Background: an optimization exercise with open tools, aiming at small area, a short achievable clock period and few clock cycles. Do not read the settings as production practice.
Only simulation tests tie the RTL to the original design; equivalence was not proved.
Power and IR drop assume default switching activity.

## flow/design.v (module list and top-level ports; edited modules follow where they fit)
// module MyDesign: 213 lines
// module conv_tree: 1777 lines
module MyDesign(
      output reg        dut_busy                   ,
      input  wire       dut_run                    ,
      input  wire       reset_b                    ,
      input  wire       clk                        ,
      output            input_sram_write_enable    ,
      output     [11:0] input_sram_write_addresss  ,
      output     [15:0] input_sram_write_data      ,
      output     [11:0] input_sram_read_address    ,
      input wire [15:0] input_sram_read_data       ,
      output reg        output_sram_write_enable    ,
      output reg [11:0] output_sram_write_addresss  ,
      output reg [15:0] output_sram_write_data      ,
      output     [11:0] output_sram_read_address    ,
      input wire [15:0] output_sram_read_data       ,
      output            scratchpad_sram_write_enable    ,
      output     [11:0] scratchpad_sram_write_addresss  ,
      output     [15:0] scratchpad_sram_write_data      ,
      output     [11:0] scratchpad_sram_read_address    ,
      input wire [15:0] scratchpad_sram_read_data       ,
      output            weights_sram_write_enable    ,
      output     [11:0] weights_sram_write_addresss  ,
      output     [15:0] weights_sram_write_data      ,
      output reg [11:0] weights_sram_read_address    ,
      input wire [15:0] weights_sram_read_data
);
  // ...
==> flow/flow/run.sh <==
#!/bin/bash
# Own layout flow: the standard flow (standard.sh) with two changes.
#  1. After the standard synthesis, fa_polarity.py chooses each full adder's polarity (a full
#     adder is self-dual) and swaps simple gates for their complements, so that most of the
#     inverters Yosys leaves between the adders of the multiplier tree go away. Registers and
#     their cells are untouched; the netlist computes the same function.
#  2. Ports are buffered with sky130_fd_sc_hd__buf_4 (one buffer per port, as the standard
#     flow does) instead of the buffer buffer_ports picks by itself.
# Each step's full output goes to a log file in the work folder.
set -euo pipefail
W=$PWD
RES=$W/orfs/results/${FLOW_PLATFORM}/MyDesign/base
bash standard.sh synth > 1_std_synth.log 2>&1
cp "$RES/1_2_yosys.v" 1_2_yosys.standard.v
python3 flow/fa_polarity.py 1_2_yosys.standard.v 1_2_yosys.polarity.v --size '^\\x[0-2][0-2]\[=sky130_fd_sc_hd__dfxtp_2' '^\\(addr|waddr|output_sram_write|dut_busy)=sky130_fd_sc_hd__dfxtp_2' > 2_fa_polarity.log 2>&1
cp 1_2_yosys.polarity.v "$RES/1_2_yosys.v"
rm -f "$RES/1_synth.odb" "$RES/1_synth.sdc"
bash standard.sh synth > 3_std_synth_odb.log 2>&1
bash standard.sh "BUFFER_PORTS_ARGS=-buffer_cell sky130_fd_sc_hd__buf_4" finish > 4_std_layout.log 2>&1
==> flow/flow/fa_polarity.py <==
#!/usr/bin/env python3
"""Remove inverters around full adders in a Yosys/ORFS gate netlist by choosing each full
adder's polarity. A full adder is self-dual: FA(~a, ~b, ~c) = (~sum, ~cout), so an FA cell may
compute on complemented inputs and produce complemented outputs. This picks, per FA cell, the
polarity that needs the fewest inverters, then rebuilds the inverters: for each signal at most one
inverter feeds every pin that needs its complement. Flip-flops and all other cells keep their
connections and function; nets connected to ports are left as they are.

Optionally also changes the drive strength of the cells whose instance names match a regular
expression (--size REGEX=CELL, e.g. to give registers that drive many loads a stronger cell).

usage: fa_polarity.py in.v out.v [--size REGEX=CELL ...]
"""
import re
import sys
import random

src = open(sys.argv[1]).read()
SIZES = []
for a in sys.argv[3:]:
    if a.startswith('--size'):
        continue
    rx, cell = a.rsplit('=', 1)
    SIZES.append((re.compile(rx), cell))
cell_re = re.compile(r'^(\s*)(sky130_fd_sc_hd__\w+)\s+(\S+)\s*\((.*?)\);\n', re.S | re.M)
pin_re = re.compile(r'\.(\w+)\(\s*(.*?)\s*\)\s*(?:,|$)', re.S)

cells = []          # [type, name, {pin: net}, order]
spans = []
for m in cell_re.finditer(src):
    typ, name, body = m.group(2), m.group(3), m.group(4)
    pins = [(p, n.strip()) for p, n in pin_re.findall(body)]
    cells.append([typ, name, dict(pins), [p for p, _ in pins]])
    spans.append((m.start(), m.end()))

OUTPINS = {'X', 'Y', 'Q', 'Q_N', 'SUM', 'COUT', 'HI', 'LO'}
# complement pairs with the same inputs: (cell, output pin, area)
PAIRS = [("and2_1", "X", 6.256, "nand2_1", "Y", 3.7536), ("and2_0", "X", 6.256, "nand2_1", "Y", 3.7536),
         ("or2_1", "X", 6.256, "nor2_1", "Y", 3.7536), ("xor2_1", "X", 8.7584, "xnor2_1", "Y", 8.7584),
         ("or2b_1", "X", 7.5072, "nor2b_1", "Y", 6.256), ("and2b_1", "X", 7.5072, "nand2b_1", "Y", 6.256),
         ("a21o_1", "X", 7.5072, "a21oi_1", "Y", 5.0048), ("o21a_1", "X", 7.5072, "o21ai_0", "Y", 5.0048),
         ("a22o_1", "X", 8.7584, "a22oi_1", "Y", 7.5072), ("o22a_1", "X", 8.7584, "o22ai_1", "Y", 6.256),
         ("mux2_1", "X", 11.2608, "mux2i_1", "Y", 10.0096), ("and3_1", "X", 6.256, "nand3_1", "Y", 5.0048),
         ("or3_1", "X", 6.256, "nor3_1", "Y", 5.0048), ("a211o_1", "X", 8.7584, "a211oi_1", "Y", 7.5072),
         ("o211a_1", "X", 10.0096, "o211ai_1", "Y", 7.5072), ("a31o_1", "X", 8.7584, "a31oi_1", "Y", 6.256),
         ("o31a_1", "X", 8.7584, "o31ai_1", "Y", 7.5072), ("or3b_1", "X", 8.7584, "nor3b_1", "Y", 7.5072),
         ("and3b_1", "X", 8.7584, "nand3b_1", "Y", 7.5072), ("xor3_1", "X", 23.7728, "xnor3_1", "X", 22.5216),
         ("a2bb2o_1", "X", 10.0096, "a2bb2oi_1", "Y", 8.7584), ("o2bb2a_1", "X", 10.0096, "o2bb2ai_1", "Y", 8.7584),
         ("a32o_1", "X", 10.0096, "a32oi_1", "Y", 8.7584), ("and4_1", "X", 8.7584, "nand4_1", "Y", 6.256),
         ("or4_1", "X", 7.5072, "nor4_1", "Y", 6.256), ("a21bo_1", "X", 10.0096, "a21boi_0", "Y", 7.5072),
         ("o21ba_1", "X", 10.0096, "o21bai_1", "Y", 7.5072)]
COMP = {}
for a, ap, aa, b, bp, ba in PAIRS:
    COMP["sky130_fd_sc_hd__" + a] = ("sky130_fd_sc_hd__" + b, ap, bp, ba - aa)
    if "sky130_fd_sc_hd__" + b not in COMP:
        COMP["sky130_fd_sc_hd__" + b] = ("sky130_fd_sc_hd__" + a, bp, ap, aa - ba)
INV_AREA = 3.7536
def is_inv(t): return re.search(r'__(clk)?inv_\d+$', t) is not None
def is_fa(t): return re.search(r'__fa_\d+$', t) is not None

# port nets: anything declared input/output (bus bits written as name[i])
ports = set()
for m in re.finditer(r'^\s*(input|output)\s+(\[(\d+):(\d+)\]\s+)?(\S+?)\s*;', src, re.M):
    nm = m.group(5)
    if m.group(2):
        hi, lo = int(m.group(3)), int(m.group(4))
        for i in range(min(hi, lo), max(hi, lo) + 1):
            ports.add(f"{nm}[{i}]")
    ports.add(nm)

driver = {}
loads = {}
for ci, (typ, name, pins, order) in enumerate(cells):
    for p, n in pins.items():
        if p in OUTPINS:
            driver[n] = (ci, p)
        else:
            loads.setdefault(n, []).append((ci, p))

# root and parity through inverter chains
def root_of(n):
    par = 0
    seen = 0
    while n in driver and is_inv(cells[driver[n][0]][0]) and seen < 50:
        n = cells[driver[n][0]][2]['A']
        par ^= 1
        seen += 1
    return n, par

inv_cells = [ci for ci, c in enumerate(cells) if is_inv(c[0])]
fa_cells = [ci for ci, c in enumerate(cells) if is_fa(c[0])]
gate_cells = [ci for ci, c in enumerate(cells) if c[0] in COMP]
fa_index = {ci: k for k, ci in enumerate(fa_cells)}

# terminal loads of each root: (cell, pin, parity), over the root's inverter tree
term = {}
tree_nets = {}
def collect(r):
    res = []
    nets = []
    stack = [(r, 0)]
    while stack:
        n, par = stack.pop()
        nets.append(n)
        for (ci, p) in loads.get(n, []):
            if is_inv(cells[ci][0]):
                stack.append((cells[ci][2]['Y'], par ^ 1))
            else:
                res.append((ci, p, par))
    return res, nets

roots = set()
for ci in inv_cells:
    roots.add(root_of(cells[ci][2]['A'])[0])
for ci in fa_cells:
    for p in ('COUT', 'SUM'):
        roots.add(cells[ci][2][p])
    for p in ('A', 'B', 'CIN'):
        roots.add(root_of(cells[ci][2][p])[0])
for ci in gate_cells:
    roots.add(cells[ci][2][COMP[cells[ci][0]][1]])
frozen = set()
for r in roots:
    t, nets = collect(r)
    term[r] = t
    tree_nets[r] = nets
    if any(n in ports for n in nets) or r.startswith("1'"):
        frozen.add(r)

src_fa = {}
for ci in fa_cells:
    for p in ('COUT', 'SUM'):
        src_fa[cells[ci][2][p]] = fa_index[ci]
NF = len(fa_cells)
gate_var = {}
for k, ci in enumerate(gate_cells):
    gate_var[ci] = NF + k
    src_fa[cells[ci][2][COMP[cells[ci][0]][1]]] = NF + k
var_cell = fa_cells + gate_cells
fixed = set()
for r in frozen:
    if r in src_fa:
        fixed.add(src_fa[r])

# roots touched by each FA (its output roots and the roots feeding its inputs)
fa_roots = [set() for _ in var_cell]
for r in roots:
    if r in src_fa:
        fa_roots[src_fa[r]].add(r)
    for (ci, p, par) in term[r]:
        if ci in fa_index:
            fa_roots[fa_index[ci]].add(r)

pol = [0] * len(var_cell)
def var_cost(k):
    if k < NF or not pol[k]:
        return 0.0
    return COMP[cells[var_cell[k]][0]][3]

def cost_root(r):
    if r in frozen:
        return INV_AREA if any(par for (ci, p, par) in term[r]) else 0.0
    ps = pol[src_fa[r]] if r in src_fa else 0
    need = False
    for (ci, p, par) in term[r]:
        pl = pol[fa_index[ci]] if ci in fa_index else 0
        if par ^ pl ^ ps:
            need = True
            break
    return INV_AREA if need else 0.0

def total():
    return sum(cost_root(r) for r in roots) + sum(var_cost(k) for k in range(len(var_cell)))

before = sum(1 for _ in inv_cells)
start = total()
improved = True
it = 0
order = list(range(len(var_cell)))
rng = random.Random(1)
while improved and it < 50:
    improved = False
    it += 1
    rng.shuffle(order)
    for k in order:
        if k in fixed:
            continue
        rs = fa_roots[k]
        c0 = sum(cost_root(r) for r in rs) + var_cost(k)
        pol[k] ^= 1
        c1 = sum(cost_root(r) for r in rs) + var_cost(k)
        if c1 < c0 - 1e-9:
            improved = True
        else:
            pol[k] ^= 1
# simulated annealing on top of the greedy result
import math
cur = total()
best = cur
best_pol = pol[:]
free = [k for k in range(len(var_cell)) if k not in fixed]
T0, T1, STEPS = 4.0, 0.05, 400000
for step in range(STEPS):
    T = T0 * (T1 / T0) ** (step / STEPS)
    k = free[rng.randrange(len(free))]
    rs = fa_roots[k]
    c0 = sum(cost_root(r) for r in rs) + var_cost(k)
    pol[k] ^= 1
    c1 = sum(cost_root(r) for r in rs) + var_cost(k)
    d = c1 - c0
    if d <= 0 or rng.random() < math.exp(-d / T):
        cur += d
        if cur < best - 1e-9:
            best = cur
            best_pol = pol[:]
    else:
        pol[k] ^= 1
pol = best_pol
end = total()
sys.stderr.write(f"inverters before {before}, cost (um2) before {start:.1f}, after {end:.1f}, "
                 f"fa {len(fa_cells)} flipped {sum(pol[:NF])}, gates {len(gate_cells)} flipped {sum(pol[NF:])}, iterations {it}\n")

# rebuild: drop tree inverters of non-frozen roots, add one inverter per root that needs it
drop = set()
newcells = []
newwires = []
k = 0
for r in roots:
    if r in frozen:
        continue
    tr = term[r]
    ps = pol[src_fa[r]] if r in src_fa else 0
    for n in tree_nets[r]:
        if n in driver and is_inv(cells[driver[n][0]][0]):
            drop.add(driver[n][0])
    inv_net = None
    for (ci, p, par) in tr:
        pl = pol[fa_index[ci]] if ci in fa_index else 0
        if par ^ pl ^ ps:
            if inv_net is None:
                inv_net = f"_polfix_n{k}_"
                newwires.append(inv_net)
                newcells.append(("sky130_fd_sc_hd__inv_1", f"_polfix_i{k}_", {'A': r, 'Y': inv_net}, ['A', 'Y']))
                k += 1
            cells[ci][2][p] = inv_net
        else:
            cells[ci][2][p] = r

for ci, k in gate_var.items():
    if pol[k]:
        typ, name, pins, order = cells[ci]
        nt, op, np_, _ = COMP[typ]
        pins[np_] = pins.pop(op)
        cells[ci] = [nt, name, pins, [np_ if q == op else q for q in order]]
out = []
pos = 0
first = spans[0][0] if spans else len(src)
head = src[:first]
# declare new wires after the last wire declaration of the header
idx = head.rfind('\n  wire ')
idx = head.index('\n', idx + 1) + 1 if idx >= 0 else len(head)
head = head[:idx] + ''.join(f"  wire {w};\n" for w in newwires) + head[idx:]
out.append(head)
def fmt(typ, name, pins, order):
    body = ",\n".join(f"    .{p}({pins[p]}{' ' if pins[p].startswith(chr(92)) else ''})" for p in order)
    return f"  {typ} {name} (\n{body}\n  );\n"
nsized = 0
for ci, (typ, name, pins, order) in enumerate(cells):
    if ci in drop:
        continue
    for rx, cell in SIZES:
        if rx.search(name) and re.sub(r'_\d+$', '', typ) == re.sub(r'_\d+$', '', cell):
            typ = cell
            nsized += 1
            break
    out.append(fmt(typ, name, pins, order))
sys.stderr.write(f"resized {nsized} cells\n")
for c in newcells:
    out.append(fmt(*c))
out.append(src[spans[-1][1]:] if spans else "")
open(sys.argv[2], 'w').write(''.join(out))
sys.stderr.write(f"dropped {len(drop)} inverters, added {len(newcells)}\n")
==> flow/standard.sh <==
#!/bin/bash
# synth_recipe.tcl (not shown) runs the flow's synth.tcl, then flattens the netlist and writes it again
# the make line also repeats each setting of config.mk as NAME=value (left out here)
make -C /OpenROAD-flow-scripts/flow DESIGN_CONFIG=/design/flow/config.mk WORK_HOME=/design/flow/orfs CLKGATE_MAP_FILE= SYNTH_SCRIPT=/design/flow/synth_recipe.tcl "${@:-finish}"
==> flow/config.mk <==
export PLATFORM = sky130hd
export DESIGN_NAME = MyDesign
export DESIGN_NICKNAME = MyDesign
export VERILOG_FILES = /design/flow/design.v
export SDC_FILE = /design/flow/constraint.sdc
export NUM_CORES = 4
export LEC_CHECK = 0
export CAP_MARGIN = 60
export CORE_MARGIN = 2
export CORE_UTILIZATION = 40
export CTS_BUF_LIST = sky130_fd_sc_hd__clkbuf_16 sky130_fd_sc_hd__clkbuf_8
export CTS_CLUSTER_DIAMETER = 60
export CTS_CLUSTER_SIZE = 40
export SLEW_MARGIN = 60
==> flow/constraint.sdc <==
create_clock -name core_clock -period 13.0 [get_ports {clk}]
set_input_delay 2.6000 -clock core_clock [delete_from_list [all_inputs] [get_ports {clk}]]
set_output_delay 2.6000 -clock core_clock [all_outputs]
set_load 0.01 [all_outputs]
==> flow_metrics.env, run 1 <==
export IMPL_start_util_pct=40.6
export IMPL_p_switching_uw=2480
export IMPL_outcome="timing/DRC/antenna clean"
export IMPL_grt_pass1_vias=20100
export IMPL_p_seq_uw=2120
export IMPL_dpl_hpwl_um=70500
export IMPL_rsz0062_at_grt="no"
export IMPL_crit_arrival_ps=1260
export IMPL_num_clock_buffers=33
export IMPL_met1_length_um=35000
export IMPL_drt_wirelength_per_cell_um=24.3
export IMPL_crit_type="reg -> out"
export IMPL_rr_endpoint="u_tree.mid[31]"
export IMPL_largest_reg_flops=88
export IMPL_reg_largest_list="u_tree.mid: 88 flops, kr: 72 flops, u_tree.ra: 19 flops"
export IMPL_die_width_um=279
export IMPL_io_pins=232
export IMPL_multi_input_area_share_pct=55.0
export IMPL_taps=969
export IMPL_grt_use_met1_pct=29.5
export IMPL_htree_levels=1
export IMPL_cp_cell_sequence="buf_4"
export IMPL_swShare_pct=40.0
export IMPL_clkPwrFrac_pct=18.8
export IMPL_fin_ws_ps=9140
export IMPL_multi_input_area_sq_um=18200
export IMPL_final_common_cell="fa_1"
export IMPL_worstPathRequired_ps=10400
export IMPL_globalplace_congestion=1.00
Testbench counts, summed over its fixed seeds: cycles 72,146.
==> run 2, diff against run 1 <==
==> flow/config.mk (replaced) <==
export PLATFORM = sky130hd
export DESIGN_NAME = MyDesign
export DESIGN_NICKNAME = MyDesign
export VERILOG_FILES = /design/flow/design.v
export SDC_FILE = /design/flow/constraint.sdc
export NUM_CORES = 4
export LEC_CHECK = 0
export CAP_MARGIN = 60
export CORE_MARGIN = 2
export CORE_UTILIZATION = 55
export CTS_CLUSTER_DIAMETER = 100
export CTS_CLUSTER_SIZE = 25
export PLACE_DENSITY = 0.7
export SLEW_MARGIN = 60
==> run 2 against run 1 <==
Against the previous run:
- still clean
- synthesized cell count stayed put
- critical path type unchanged
- cell count down 8.0%
- global-route usage grew 8.1 points
==> flow_metrics.env, run 2 <==
export IMPL_clk_path_buf_depth=3
export IMPL_crit_buf_inv=1
export IMPL_clkSinkCount=489
export IMPL_clock_latency_ps=620
export IMPL_htree_levels=1
export IMPL_cts_tree="built"
export IMPL_postCtsSetupBuffers=0
export IMPL_wl_um=84700
export IMPL_rr_startpoint="u_tree.mid[70]"
export IMPL_layout_drive_gt1_share_pct=13.3
export IMPL_rows=86
export IMPL_dieHeight_um=239
export IMPL_final_cell_mix="550 x fa_1, 446 x nand2_1, 276 x dfxtp_1, 218 x and2_1, 151 x inv_1"
export IMPL_grt_pass1_wl_um=127000
export IMPL_clk_pin_slew_worst_paths_ps=90
export IMPL_p_int_uw=3600
export IMPL_seqPwrFrac_pct=35.5
export IMPL_port_buffers=77
export IMPL_cts_buffers=23
export IMPL_clock_root_buffer="clkbuf_16"
export IMPL_crit_fanout=10
export IMPL_reg_largest_list="u_tree.mid: 88 flops, kr: 72 flops, u_tree.ra: 19 flops"
export IMPL_grtUsageTotal_pct=31.0
export IMPL_period_needed_ps=3800
export IMPL_path_delay_family="flip-flops"
export IMPL_cp_cell_sequence="buf_4"
export IMPL_area_growth_pct=6.36
export IMPL_fmax_ghz=0.263
export IMPL_crit_slowest_cell="dfxtp_2"
export IMPL_drt_iter0_drc=1440
export IMPL_crit_type="reg -> out"
export IMPL_p_leak_uw=0.0130
export IMPL_worstPathRequired_ps=10400
export IMPL_cp_end_kind="output port"
export IMPL_ctsResizeCount=0
export IMPL_fin_cells=3282
export IMPL_pwr_share_comb_pct=50.2
export IMPL_swShare_pct=39.9
export IMPL_tightestPinTransition_ps=636
export IMPL_viasPerCell=5.57
export IMPL_whs_path_depth=0
export IMPL_grt_pass1_vias=19900
export IMPL_rsz0062_at_grt="no"
export IMPL_syn_area_sq_um=30300
export IMPL_nets=3217
export IMPL_fin_ws_ps=9200
export IMPL_core_region_area_sq_um=54800
export IMPL_fin_setup_tns_ps=0
export IMPL_die_area_sq_um=57000
export IMPL_die_width_um=239
export IMPL_p_switching_uw=2390
export IMPL_antenna_found_initial=2
export IMPL_avgSynthCellArea_sq_um=12.3
export IMPL_ff2ff_setup_slack_ps=9280
export IMPL_hold_end="u_tree.ra[1]"
export IMPL_syn_inst=2463
export IMPL_p_per_area_nw_per_um2=186
export IMPL_reg2reg_depth=7
export IMPL_power_uw=5990
export IMPL_drt_wirelength_per_cell_um=25.8
export IMPL_globalplace_congestion=1.00
export IMPL_dp_cells=3234
export IMPL_ir_worst_vdd_mv=0.246
export IMPL_io_pins=232
export IMPL_grt_max_degree=73
export IMPL_hold_buffers=0
export IMPL_min_from="u_tree.mid[1]"
export IMPL_dr_pass1_iters=8
export IMPL_hold_violations=0
export IMPL_worstHoldPathType="reg -> reg"
export IMPL_crit_arrival_ps=1200
export IMPL_drc=0
export IMPL_finalCritPeriodShare_pct=29.2
export IMPL_rr_endpoint="u_tree.ra[17]"
export IMPL_largest_reg_flops=88
export IMPL_cpPeakStageDelay_ps=450
export IMPL_grt_overflow=0
export IMPL_dp_slack_ps=8940
export IMPL_clkPwrFrac_pct=14.3
export IMPL_final_common_cell="fa_1"
export IMPL_synth_warnings=3
export IMPL_setup_violations=0
export IMPL_num_vias=18300
export IMPL_outcome="timing/DRC/antenna clean"
export IMPL_critPathLaunchType="flip-flop"
export IMPL_ant_nets=0
export IMPL_largest_register="u_tree.mid"
export IMPL_dpl_hpwl_um=67900
export IMPL_start_util_pct=55.3
export IMPL_slew_headroom_pct=57.6
export IMPL_holdWs_ps=335
export IMPL_fin_skew_ps=39.5
export IMPL_cap_violations=0
export IMPL_drv_slew=0
## run 2: worst max path at each step
stage / endpoint / start / cells past startpoint
final: input_sram_read_address[7] / addr[7] / 1
after floorplan: output_sram_write_data[10] / reset_b / 4
after CTS: input_sram_read_address[7] / addr[7] / 1
after global placement: half[3] / reset_b / 3
after global routing: input_sram_read_address[7] / addr[7] / 1
after detailed placement: output_sram_write_data[12] / reset_b / 3
## run 2: per-stage QoR
| step | area (sq um) | utilization (%) |
|---|---|---|
| 2_1_floorplan | 30800 | - |
| 3_3_place_gp | 31200 | 57.0 |
| 3_5_place_dp | 31400 | 57.4 |
| 4_1_cts | 32100 | 58.7 |
| 5_1_grt | 32200 | 58.8 |
| 6_report | 32200 | 58.9 |
## run 2: power groups by stage
stage | Clock [uW] | Sequential (uW) | Combinational (uW)
detailed placement | 0 | 2160 | 3030
finish | 857 | 2120 | 3010
global placement | 0 | 2150 | 2880
global route | 929 | 2150 | 3390
floorplan | 0 | 2060 | 1890
CTS | 875 | 2120 | 3040
## run 2: final cells by class
class | count | area (sq um)
fill | 4425 | 22500
tap | 704 | 881
multi-input combinational | 1789 | 18200
sequential | 489 | 11000
timing repair buffer | 106 | 842
clock buffer | 38 | 642
clock inverter | 3 | 80.1
inverter | 152 | 571
antenna | 1 | 2.50
## run 2: layer usage
metal  wire (um)  vias to the layer above  track usage [%]  share of wire (%)
li1            -                     7722                -                  -
met1       33000                     9461             40.7                 39
met2       39900                      883             50.3                 47
met3        7680                      231             7.14                9.1
met4        4160                        0             12.5                4.9
met5           0                        -                0                  0
==> run 3, diff against run 2 <==
--- a/flow/config.mk
+++ b/flow/config.mk
@@ -8,7 +8,7 @@
 export CAP_MARGIN = 60
 export CORE_MARGIN = 2
-export CORE_UTILIZATION = 55
+export CORE_UTILIZATION = 40
 export CTS_CLUSTER_DIAMETER = 100
 export CTS_CLUSTER_SIZE = 25
-export PLACE_DENSITY = 0.7
+export GPL_TIMING_DRIVEN = 1
 export SLEW_MARGIN = 60
==> run 3 against run 2 <==
Against the previous run:
- global-route usage is 8.3 points lower
- sequential cell count stayed put
- total power is 1.0% lower
- highest routed layer unchanged
- cell area is 0.95% higher
- critical path depth stayed put
- synthesized cell count stayed put
- still clean
- die area is 37% higher
- wire length is 1.9% higher
- utilization is 15 points lower
- sequential power hardly changed
- register-to-register slack better by 20 ps
==> flow_metrics.env, run 3 <==
export IMPL_fmax_ghz=0.261
export IMPL_start_util_pct=40.6
export IMPL_multi_input_area_sq_um=18200
export IMPL_clkSinkCount=489
export IMPL_largest_reg_flops=88
export IMPL_wl_um=86300
export IMPL_grt_pass1_wl_um=130000
export IMPL_dr_pass1_iters=5
export IMPL_rr_endpoint="u_tree.mid[31]"
export IMPL_fin_skew_ps=24.6
export IMPL_drt_iter0_drc=1385
export IMPL_final_cell_mix="550 x fa_1, 446 x nand2_1, 275 x dfxtp_1, 218 x and2_1, 151 x inv_1"
export IMPL_fin_ws_ps=9170
export IMPL_clk_path_buf_depth=3
export IMPL_rows=100
export IMPL_syn_area_sq_um=30300
export IMPL_reg_largest_list="u_tree.mid: 88 flops, kr: 72 flops, u_tree.ra: 19 flops"
export IMPL_crit_buf_inv=1
export IMPL_outcome="timing/DRC/antenna clean"
export IMPL_rsz0062_at_grt="no"
export IMPL_cp_num_cells=1
export IMPL_cpPeakStageDelay_ps=450
export IMPL_globalplace_congestion=0.983
export IMPL_critical_path_endpoint="input_sram_read_address[7]"
export IMPL_grt_max_degree=73
export IMPL_rr_startpoint="kr[7][3]"
export IMPL_largest_register="u_tree.mid"
export IMPL_ff2ff_setup_slack_ps=9300
export IMPL_dp_slack_ps=8910
export IMPL_seqPwrFrac_pct=35.8
export IMPL_crit_slowest_cell="dfxtp_2"
export IMPL_clk_pin_slew_worst_paths_ps=110
export IMPL_crit_type="reg -> out"
export IMPL_setup_violations=0
export IMPL_drt_wirelength_per_cell_um=24.3
export IMPL_antenna_cells=0
export IMPL_drc=0
export IMPL_cp_cell_sequence="buf_4"
export IMPL_postCtsSetupBuffers=0
export IMPL_regArea_sq_um=11000
export IMPL_dpl_hpwl_um=69700
export IMPL_hold_violations=0
export IMPL_critPathLaunchType="flip-flop"
export IMPL_clock_latency_ps=610
export IMPL_n_fill_cell=6846
export IMPL_holdWs_ps=333
export IMPL_hold_buffers=0
export IMPL_syn_inst=2463
export IMPL_worstPathRequired_ps=10400
export IMPL_ir_worst_vdd_mv=0.281
export IMPL_port_buffers=77
export IMPL_num_vias=18300
export IMPL_p_leak_uw=0.0130
export IMPL_finalCritPeriodShare_pct=29.4
export IMPL_crit_arrival_ps=1230
export IMPL_reg2reg_depth=7
export IMPL_die_width_um=279
export IMPL_nets=3216
export IMPL_grt_overflow=0
export IMPL_slew_headroom_pct=57.6
export IMPL_ant_nets=0
export IMPL_die_area_sq_um=78000
export IMPL_io_pins=232
export IMPL_area_growth_pct=7.38
export IMPL_avgSynthCellArea_sq_um=12.3
export IMPL_fin_setup_tns_ps=0
export IMPL_ctsResizeCount=0
export IMPL_dieHeight_um=279
export IMPL_path_delay_family="flip-flops"
export IMPL_p_switching_uw=2370
export IMPL_grt_pass1_vias=20400
export IMPL_period_needed_ps=3830
export IMPL_antenna_found_initial=1
export IMPL_grtUsageTotal_pct=22.8
export IMPL_cp_startpoint="addr[7]"
export IMPL_cts_tree="built"
export IMPL_pwr_share_comb_pct=49.9
export IMPL_crit_fanout=10
export IMPL_tightestPinTransition_ps=637
export IMPL_drv_slew=0
export IMPL_worstHoldPathType="reg -> reg"
export IMPL_cp_end_kind="output port"
export IMPL_clkPwrFrac_pct=14.3
export IMPL_p_per_area_nw_per_um2=182
export IMPL_core_region_area_sq_um=74700
export IMPL_p_int_uw=3560
export IMPL_htree_levels=1
export IMPL_viasPerCell=5.16
export IMPL_clock_root_buffer="clkbuf_16"
export IMPL_synth_warnings=3
export IMPL_swShare_pct=40.0
export IMPL_cts_buffers=24
export IMPL_final_common_cell="fa_1"
export IMPL_cap_violations=0
export IMPL_layout_drive_gt1_share_pct=13.3
-- run 3: area by class of cell --
class	count	area share (%)
Multi-Input combinational cell	1789	55.9
Sequential cell	489	33.9
Tap cell	969	3.73
Timing Repair Buffer	104	2.52
Clock buffer	37	2.00
Inverter	152	1.75
Clock inverter	4	0.227
-- run 3: metrics by stage --
| stage | utilization [%] | power, uW | cell area, sq um | std cells |
|---|---|---|---|---|
| 2_1_floorplan | - | 3950 | 30800 | 2584 |
| 3_3_place_gp | 42.3 | 5050 | 31600 | 3482 |
| 3_5_place_dp | 42.5 | 5180 | 31800 | 3500 |
| 4_1_cts | 43.5 | 6020 | 32500 | 3541 |
| 5_1_grt | 43.6 | 6460 | 32500 | 3544 |
| 6_report | 43.6 | 5930 | 32500 | 3544 |
-- run 3: routing by layer --
layer  GRT usage [%]  up-vias  share of wire (%)
li1                -     7717                  -
met1            29.2     9507                 39
met4            10.4        0                5.2
met5               0        -                  0
met3            4.07      195                8.2
met2            37.7      864                 47
-- run 3: power groups by stage --
stage / clock network [uW] / logic [uW] / registers [uW]
floorplan: 0 / 1890 / 2060
global placement: 0 / 2890 / 2150
detailed placement: 0 / 3020 / 2160
CTS: 880 / 3020 / 2120
global route: 930 / 3380 / 2150
finish: 847 / 2960 / 2120
-- run 3: worst min path at each step --
stage                  startpoint      endpoint  slack [ps]  depth (start not counted)
floorplan                  sr0[0]        sr1[0]         310                          0
global placement           sr0[3]        sr1[3]         310                          0
detailed placement         sr0[3]        sr1[3]         310                          0
CTS                 u_tree.mid[3]  u_tree.ra[2]         330                          0
global route               sr0[2]        sr1[2]         340                          0
finish              u_tree.mid[3]  u_tree.ra[2]         330                          0
==> run 4, diff against run 3 <==
--- a/flow/config.mk
+++ b/flow/config.mk
@@ -11,4 +11,3 @@
 export CTS_CLUSTER_DIAMETER = 100
 export CTS_CLUSTER_SIZE = 25
-export GPL_TIMING_DRIVEN = 1
 export SLEW_MARGIN = 60
==> run 4 against run 3 <==
Against the previous run:
- die area stayed put
- still clean
- critical path depth is the same
- highest routed layer unchanged
- cell count increased by 0.14%
- sequential cell count unchanged
- utilization unchanged
- area after synthesis stayed put
- maximum frequency up 0.49%
==> flow_metrics.env, run 4 <==
export IMPL_fmax_ghz=0.263
export IMPL_setup_violations=0
export IMPL_clkSinkCount=489
export IMPL_fin_setup_tns_ps=0
export IMPL_clk_pin_slew_worst_paths_ps=100
export IMPL_dr_pass1_iters=5
export IMPL_viasPerCell=5.10
export IMPL_holdWs_ps=323
export IMPL_final_cell_mix="550 x fa_1, 446 x nand2_1, 277 x dfxtp_1, 218 x and2_1, 151 x inv_1"
export IMPL_grt_max_degree=64
export IMPL_htree_levels=1
export IMPL_dpl_hpwl_um=72300
export IMPL_grtUsageTotal_pct=23.2
export IMPL_rows=100
export IMPL_whs_path_depth=0
export IMPL_drc=0
export IMPL_worstHoldPathType="reg -> reg"
export IMPL_cp_num_cells=1
export IMPL_globalplace_congestion=0.974
export IMPL_grt_pass1_vias=20000
export IMPL_final_area_sq_um=32500
export IMPL_start_util_pct=40.6
export IMPL_cap_violations=0
export IMPL_largest_register="u_tree.mid"
export IMPL_io_pins=232
export IMPL_avgSynthCellArea_sq_um=12.3
export IMPL_hold_violations=0
export IMPL_core_region_area_sq_um=74700
export IMPL_num_vias=18100
export IMPL_period_needed_ps=3810
export IMPL_clk_path_buf_depth=3
export IMPL_p_leak_uw=0.0130
export IMPL_critPathLaunchType="flip-flop"
export IMPL_crit_type="reg -> out"
export IMPL_ff2ff_setup_slack_ps=9240
export IMPL_fin_skew_ps=37.2
export IMPL_rr_startpoint="kr[7][3]"
export IMPL_ctsResizeCount=0
export IMPL_cts_tree="built"
export IMPL_syn_area_sq_um=30300
export IMPL_grt_pass1_wl_um=131000
export IMPL_cpPeakStageDelay_ps=450
export IMPL_crit_arrival_ps=1210
export IMPL_critical_path_endpoint="input_sram_read_address[7]"
export IMPL_drt_iter0_drc=1394
export IMPL_layout_drive_gt1_share_pct=13.3
export IMPL_antenna_found_initial=4
export IMPL_clkPwrFrac_pct=14.4
export IMPL_crit_fanout=10
export IMPL_p_per_area_nw_per_um2=182
export IMPL_die_area_sq_um=78000
export IMPL_port_buffers=77
export IMPL_slew_headroom_pct=57.5
export IMPL_rr_endpoint="u_tree.mid[31]"
export IMPL_hold_buffers=0
export IMPL_pwr_share_comb_pct=49.7
export IMPL_seqPwrFrac_pct=35.9
export IMPL_crit_buf_inv=1
export IMPL_drt_wirelength_per_cell_um=24.9
export IMPL_finalCritPeriodShare_pct=29.3
export IMPL_worstPathRequired_ps=10400
export IMPL_die_width_um=279
export IMPL_ir_worst_vdd_mv=0.163
export IMPL_cp_end_kind="output port"
export IMPL_grt_overflow=0
export IMPL_p_switching_uw=2360
export IMPL_cp_cell_sequence="buf_4"
export IMPL_p_int_uw=3560
export IMPL_postCtsSetupBuffers=0
export IMPL_crit_slowest_cell="dfxtp_2"
export IMPL_dieHeight_um=279
export IMPL_cts_buffers=24
export IMPL_nets=3217
export IMPL_clock_root_buffer="clkbuf_16"
export IMPL_final_common_cell="fa_1"
export IMPL_clock_latency_ps=620
export IMPL_reg2reg_depth=7
export IMPL_rsz0062_at_grt="no"
export IMPL_ant_nets=0
export IMPL_reg_largest_list="u_tree.mid: 88 flops, kr: 72 flops, u_tree.ra: 19 flops"
export IMPL_largest_reg_flops=88
export IMPL_swShare_pct=39.8
export IMPL_placed_cell_area_sq_um=31800
export IMPL_syn_inst=2463
export IMPL_outcome="timing/DRC/antenna clean"
export IMPL_synth_warnings=3
export IMPL_cp_startpoint="addr[7]"
export IMPL_wl_um=88200
export IMPL_tightestPinTransition_ps=638
export IMPL_area_growth_pct=7.38
export IMPL_path_delay_family="flip-flops"
export IMPL_drv_slew=0
-- run 4: worst min-delay path by stage --
stage | start | to | slack [ps]
2_1_floorplan | sr0[0] | sr1[0] | 310
3_3_place_gp | sr0[3] | sr1[3] | 310
3_5_place_dp | sr0[1] | sr1[1] | 310
4_1_cts | sr0[5] | sr1[5] | 330
5_1_grt | sr0[5] | sr1[5] | 330
6_report | sr0[3] | sr1[3] | 320
-- run 4: cell type report --
cell class	count	area [sq um]
Antenna cell	2	5.00
Clock buffer	39	667
Clock inverter	4	70.1
Fill cell	6899	42200
Inverter	152	571
Multi-Input combinational cell	1789	18200
Sequential cell	489	11000
Tap cell	969	1210
Timing Repair Buffer	105	810
-- run 4: power by group through the flow --
stage | Clock, uW | Combinational, uW | Sequential (uW)
final | 854 | 2940 | 2120
after global routing | 945 | 3370 | 2150
after CTS | 886 | 3060 | 2130
after detailed placement | 0 | 3060 | 2160
after global placement | 0 | 2950 | 2160
after floorplan | 0 | 1890 | 2060
-- run 4: per-layer routing --
layer  GRT usage (%)  routed length (um)  vias up
met2            38.2               41500      748
met3            3.83                6270      173
met1            30.6               36300     9445
li1                -                   -     7724
met4            9.62                4210        0
met5               0                   0        -
-- run 4: through the flow --
stage / std cells / util, % / setup slack [ps] / total power, uW
floorplan: 2584 / - / 9100 / 3950
global placement: 3483 / 42.3 / 8930 / 5110
detailed placement: 3504 / 42.5 / 8880 / 5220
CTS: 3547 / 43.5 / 9160 / 6070
global route: 3549 / 43.6 / 9140 / 6470
finish: 3549 / 43.6 / 9190 / 5920
==> run 5, diff against run 4 <==
--- a/flow/config.mk
+++ b/flow/config.mk
@@ -6,8 +6,9 @@
 export NUM_CORES = 4
 export LEC_CHECK = 0
-export CAP_MARGIN = 60
+export CAP_MARGIN = 45
 export CORE_MARGIN = 2
-export CORE_UTILIZATION = 40
+export CORE_UTILIZATION = 55
 export CTS_CLUSTER_DIAMETER = 100
 export CTS_CLUSTER_SIZE = 25
-export SLEW_MARGIN = 60
+export PLACE_DENSITY = 0.7
+export SLEW_MARGIN = 45
==> run 5 against run 4 <==
Against the previous run:
- still clean on timing, DRC and antenna
- cell area down 1.8%
- sequential power is essentially flat
- clock power down 3.5%
- sequential cell count did not move
- synthesized cell count did not move
- largest cell class unchanged
==> flow_metrics.env, run 5 <==
export IMPL_largest_reg_flops=88
export IMPL_die_width_um=239
export IMPL_antenna_cells=0
export IMPL_grt_overflow=0
export IMPL_ant_nets=0
export IMPL_syn_area_sq_um=30300
export IMPL_outcome="timing/DRC/antenna clean"
export IMPL_dr_pass1_iters=6
export IMPL_cp_end_kind="flip-flop"
export IMPL_grtUsageTotal_pct=31.7
export IMPL_postCtsSetupBuffers=0
export IMPL_critical_path_endpoint="u_tree.mid[49]"
export IMPL_largest_register="u_tree.mid"
export IMPL_fin_skew_ps=47.1
export IMPL_fin_setup_tns_ps=0
export IMPL_num_vias=18300
export IMPL_clk_pin_slew_worst_paths_ps=90
export IMPL_clkSinkCount=489
export IMPL_final_cell_mix="550 x fa_1, 446 x nand2_1, 277 x dfxtp_1, 219 x and2_1, 151 x inv_1"
export IMPL_worstHoldPathType="reg -> reg"
export IMPL_ir_worst_vdd_mv=0.256
export IMPL_grt_max_degree=73
export IMPL_antenna_found_initial=4
export IMPL_p_leak_uw=0.0129
export IMPL_rr_startpoint="kr[4][5]"
export IMPL_dp_slack_ps=8950
export IMPL_htree_levels=1
export IMPL_start_util_pct=55.3
export IMPL_ctsResizeCount=0
export IMPL_nets=3195
export IMPL_rows=86
export IMPL_area_growth_pct=5.45
export IMPL_cap_violations=0
export IMPL_wl_um=86500
export IMPL_crit_slowest_cell="edfxtp_1"
export IMPL_drt_iter0_drc=1556
export IMPL_layout_drive_gt1_share_pct=12.4
export IMPL_rr_endpoint="u_tree.mid[49]"
export IMPL_avgSynthCellArea_sq_um=12.3
export IMPL_drt_wirelength_per_cell_um=26.5
export IMPL_io_pins=232
export IMPL_critPathLaunchType="flip-flop"
export IMPL_grt_pass1_vias=19900
export IMPL_final_common_cell="fa_1"
export IMPL_crit_arrival_ps=4320
export IMPL_drv_slew=0
export IMPL_hold_violations=0
export IMPL_p_per_area_nw_per_um2=185
export IMPL_dpl_hpwl_um=68000
export IMPL_crit_type="reg -> reg"
export IMPL_cts_tree="built"
export IMPL_syn_inst=2463
export IMPL_worstPathRequired_ps=13500
export IMPL_port_buffers=77
export IMPL_clk_path_buf_depth=3
export IMPL_setup_violations=0
export IMPL_ff2ff_setup_slack_ps=9180
export IMPL_clock_latency_ps=620
export IMPL_tightestPinTransition_ps=843
export IMPL_grt_pass1_wl_um=129000
export IMPL_crit_fanout=8
export IMPL_cp_startpoint="kr[4][5]"
export IMPL_globalplace_congestion=0.961
export IMPL_rsz0062_at_grt="no"
export IMPL_cp_cell_sequence="nand2_1 -> fa_1 -> fa_1 -> inv_1 -> fa_1 -> fa_1 -> fa_1"
export IMPL_fin_ws_ps=9180
export IMPL_clock_root_buffer="clkbuf_16"
export IMPL_cts_buffers=23
export IMPL_die_area_sq_um=57000
export IMPL_cpMostUsedCell="fa_1"
export IMPL_drc=0
export IMPL_period_needed_ps=3820
export IMPL_reg_largest_list="u_tree.mid: 88 flops, kr: 72 flops, u_tree.ra: 19 flops"
export IMPL_cpPeakStageDelay_ps=910
export IMPL_hold_buffers=0
export IMPL_reg2reg_depth=7
export IMPL_synth_warnings=3
export IMPL_core_region_area_sq_um=54800
export IMPL_finalCritPeriodShare_pct=29.4
export IMPL_slew_headroom_pct=43.8
export IMPL_dieHeight_um=239
export IMPL_fmax_ghz=0.261
export IMPL_viasPerCell=5.62
-- run 5: cell type report --
type                       instances  area, sq um
fill                            4481        22800
multi-input combinational       1789        18200
sequential                       489        11000
tap                              704          881
clock buffer                      39          647
timing repair buffer              84          642
inverter                         152          571
clock inverter                     2         28.8
-- run 5: worst min-delay path by stage --
stage,from,to,slack (ps),cells past startpoint
6_report,sr0[6],sr1[6],300,0
5_1_grt,sr2[11],sr3[11],330,0
4_1_cts,sr0[6],sr1[6],320,0
3_5_place_dp,u_tree.mid[2],u_tree.rb[1],310,0
3_3_place_gp,sr0[4],sr1[4],310,0
2_1_floorplan,sr0[0],sr1[0],310,0
-- run 5: worst max-delay path: cells and delay by family, from the launching register on --
kind	cells	cell delay, ps
AND/OR/NAND/NOR	1	210
adder cells (fa/ha/maj)	5	2530
buffers and inverters	1	50
flip-flops	1	910
-- run 5: through the flow --
step | util, % | power [uW] | area [sq um] | hold slack [ps] | instances
5_1_grt | 58.3 | 6430 | 32000 | 334 | 3259
4_1_cts | 58.3 | 6010 | 31900 | 318 | 3258
2_1_floorplan | - | 3950 | 30800 | 310 | 2584
3_3_place_gp | 57.0 | 5070 | 31200 | 311 | 3217
3_5_place_dp | 57.1 | 5190 | 31300 | 312 | 3217
6_report | 58.3 | 5930 | 32000 | 299 | 3259
-- run 5: per-layer routing --
layer | GRT usage (%) | routed length (um) | vias to the layer above
li1 | - | - | 7673
met1 | 41.6 | 34300 | 9480
met2 | 50.8 | 40100 | 894
met3 | 7.83 | 7790 | 251
met4 | 13.0 | 4300 | 2
met5 | 0 | 13 | -
-- run 5: report_power, final --
group / total, uW / internal (uW) / switching, uW
clock network: 824 / 347 / 477
logic: 2960 / 1280 / 1680
registers: 2140 / 1910 / 225
total: 5930 / 3540 / 2390

[separate check: timing with driven ports]
In the flow no input, the clock included, has a driving cell. The finished layouts below were timed again as built, in two steps. Step 1 assumes that a clkbuf_16 drives the clock port and a buf_2 every other input. Step 2, shift: input delay + t, output delay - t, t = (earliest + latest rising clock arrival at the registers) / 2. This alone moves slack from input paths to output paths. Three values: ideal, step 1, step 2; two values: the first two.
run | shift t [ns] | setup WS [ns] | worst setup path after step 2 | worst slew at a driven data input, ns
run 1 | 0.699 | 9.137 / 9.079 / 8.900 | input to register | 0.07
run 2 | 0.662 | 9.204 / 9.144 / 8.952 | input to register | 0.08
run 3 | 0.657 | 9.172 / 9.116 / 8.924 | input to register | 0.07
run 4 | 0.656 | 9.191 / 9.134 / 8.916 | input to register | 0.07
run 5 | 0.655 | 9.176 / 9.152 / 8.933 | input to register | 0.07
After both steps setup and hold are still met in every run listed. For run 4, which loses most, drivers alone change the setup slack by -0.057 ns; drivers and shift together by -0.275 ns.
